This is an optimization exercise on Yosys and OpenROAD, whose aim is small area, not a production implementation.
Function was checked by simulation only, so behaviour that the tests miss may differ from the original.
Power and IR drop assume default switching activity.

// cardinal_router_four_way
module cardinal_router_four_way (
	input  wire        clk,
	input  wire        reset,  
	output reg         polarity,  
	input  wire        upsi,  
	output wire        upri,  
	input  wire [63:0] updi,  
	input  wire        downsi,  
	output wire        downri,  
	input  wire [63:0] downdi,  
	input  wire        leftsi,  
	output wire        leftri,  
	input  wire [63:0] leftdi,  
	input  wire        rightsi,  
	output wire        rightri,  
	input  wire [63:0] rightdi,  
	input  wire        pesi,  
	output wire        peri,  
	input  wire [63:0] pedi,  
	output wire        upso,  
	input  wire        upro,  
	output reg  [63:0] updo,  
	output wire        downso,  
	input  wire        downro,  
	output reg  [63:0] downdo,  
	output wire        leftso,  
	input  wire        leftro,  
	output reg  [63:0] leftdo,  
	output wire        rightso,  
	input  wire        rightro,  
	output reg  [63:0] rightdo,  
	output wire        peso,  
	input  wire        pero,  
	output reg  [63:0] pedo   
);
Size in the first run: about 2800 cells after synthesis, ~1300 flip-flops, roughly 660 I/O pins, about 0.036 sq mm of cells after synthesis.
Settings: LEC_CHECK=0, CAP_MARGIN=20, CORE_MARGIN=2, CORE_UTILIZATION=45, PLACE_DENSITY=0.6, SLEW_MARGIN=20; clock period 6.0 ns.
standard.sh (not shown) runs the stock make flow with config.mk's settings and CLKGATE_MAP_FILE= SYNTH_SCRIPT=/design/flow/synth_recipe.tcl, a recipe that flattens the netlist after the stock synthesis.
==> flow/flow/run.sh <==
#!/bin/bash
# Standard ORFS layout (the standard.sh) with three changes:
#  - synthesis is the standard script, except that ABC maps the logic
#    with an area-oriented script (flow/abc_area.script); registers are
#    mapped before ABC runs, so they are the standard synthesis's;
#  - the port buffers use the smallest buffer cell;
#  - clock tree synthesis uses clkbuf_8 with sink clusters of 15 and no
#    dummy loads.
set -euo pipefail
WD=$PWD
{
  echo "proc abc {args} {"
  echo "  set i [lsearch -exact \$args -script]"
  echo "  set args [lreplace \$args \$i [expr {\$i+1}] -script $WD/flow/abc_area.script]"
  echo "  puts \"flow: abc with $WD/flow/abc_area.script\""
  echo "  yosys abc {*}\$args"
  echo "}"
  cat synth_recipe.tcl
} > flow_synth.tcl
bash standard.sh \
  "SYNTH_SCRIPT=$WD/flow_synth.tcl" \
  "BUFFER_PORTS_ARGS=-buffer_cell sky130_fd_sc_hd__buf_1" \
  "CTS_ARGS=-sink_clustering_enable -repair_clock_nets -dont_use_dummy_load -buf_list sky130_fd_sc_hd__clkbuf_8 -sink_clustering_size 15 -sink_clustering_max_diameter 50" \
  finish > standard_flow.log 2>&1
==> flow/flow/abc_area.script <==
strash
dc2
dch -f
amap
Next try:
==> flow/run.sh (new file) <==
#!/bin/bash
# synth_recipe.tcl (not shown) runs the flow's synth.tcl, then flattens the netlist and writes it again
# the make line also repeats each setting of config.mk as NAME=value (left out here)
make -C /OpenROAD-flow-scripts/flow DESIGN_CONFIG=/design/flow/config.mk WORK_HOME=/design/flow/orfs CLKGATE_MAP_FILE= SYNTH_SCRIPT=/design/flow/synth_recipe.tcl finish
CTS_BUF_LIST = sky130_fd_sc_hd__clkbuf_8   (was default)
CTS_CLUSTER_DIAMETER = 50   (was default)
CTS_CLUSTER_SIZE = 15   (was default)
removed: flow/flow/run.sh
removed: flow/flow/abc_area.script
removed: flow/standard.sh
After rerunning: Wire length shrinks by a few percent; via count drops by a few percent; sequential cell count is unchanged; power goes up by roughly a tenth; clock skew came out lower by 18 ps; global-route usage drops by 3.6 points; critical path depth went down by 3; clock power increases by a quarter to a third; final cell count went up by a few percent.
Next try:
==> flow/flow/run.sh (new file) <==
#!/bin/bash
# Standard ORFS layout (the standard.sh) with three changes:
#  - synthesis is the standard script, except that ABC maps the logic
#    with an area-oriented script (flow/abc_area.script); registers are
#    mapped before ABC runs, so they are the standard synthesis's;
#  - the port buffers use the smallest buffer cell;
#  - clock tree synthesis uses clkbuf_8 with sink clusters of 15 and no
#    dummy loads.
set -euo pipefail
WD=$PWD
{
  echo "proc abc {args} {"
  echo "  set i [lsearch -exact \$args -script]"
  echo "  set args [lreplace \$args \$i [expr {\$i+1}] -script $WD/flow/abc_area.script]"
  echo "  puts \"flow: abc with $WD/flow/abc_area.script\""
  echo "  yosys abc {*}\$args"
  echo "}"
  cat synth_recipe.tcl
} > flow_synth.tcl
bash standard.sh \
  "SYNTH_SCRIPT=$WD/flow_synth.tcl" \
  "BUFFER_PORTS_ARGS=-buffer_cell sky130_fd_sc_hd__buf_1" \
  "CTS_ARGS=-sink_clustering_enable -repair_clock_nets -dont_use_dummy_load -buf_list sky130_fd_sc_hd__clkbuf_8 -sink_clustering_size 15 -sink_clustering_max_diameter 50" \
  finish > standard_flow.log 2>&1
==> flow/flow/abc_area.script (new file) <==
strash
dc2
dch -f
amap
==> flow/standard.sh (new file) <==
#!/bin/bash
# synth_recipe.tcl (not shown) runs the flow's synth.tcl, then flattens the netlist and writes it again
# the make line also repeats each setting of config.mk as NAME=value (left out here)
make -C /OpenROAD-flow-scripts/flow DESIGN_CONFIG=/design/flow/config.mk WORK_HOME=/design/flow/orfs CLKGATE_MAP_FILE= SYNTH_SCRIPT=/design/flow/synth_recipe.tcl "${@:-finish}"
CORE_UTILIZATION = 60   (was 45)
CTS_BUF_LIST = default   (was sky130_fd_sc_hd__clkbuf_8)
CTS_CLUSTER_DIAMETER = default   (was 50)
CTS_CLUSTER_SIZE = default   (was 15)
PLACE_DENSITY = 0.7   (was 0.6)
removed: flow/run.sh
- The changed run ran to the end with no violations
- sequential cell count does not change
- synthesized area came out lower by a few percent
- combinational power is lower by about a fifth
- worst hold slack is worse by 14 ps
- count of clock-buffer cells in the layout drops by 29
- wire length increases slightly

==> re-timing with driven ports <==
Ports are ideal in the flow. The routed layouts listed here were re-timed in OpenROAD. Step 1 sets driving cells, clkbuf_16 on the clock port and buf_2 on the other inputs (assumed; they add their load-dependent delay and slew). Step 2 moves the port delays by t, midway between the first and last clock arrival at a register: inputs arrive t later, outputs are due t later. That takes back most of the time a late clock gives input paths. a / b / c = ideal / step 1 / step 2; a / b = the first two.
| run | shift t [ns] | setup WS [ns] | worst setup path at the end | worst register clock-pin slew, ns | worst data-port slew with drivers (ns) |
|---|---|---|---|---|---|
| the first run | 0.806 | 1.475 / 1.475 / 1.475 | register to register | 0.10 / 0.10 | 0.14 |
| the second run | 0.804 | 1.254 / 1.254 / 1.254 | register to register | 0.10 / 0.10 | 0.15 |
| the third run | 0.774 | 1.473 / 1.473 / 1.473 | register to register | 0.10 / 0.10 | 0.15 |
After both steps every run listed still meets setup and hold.
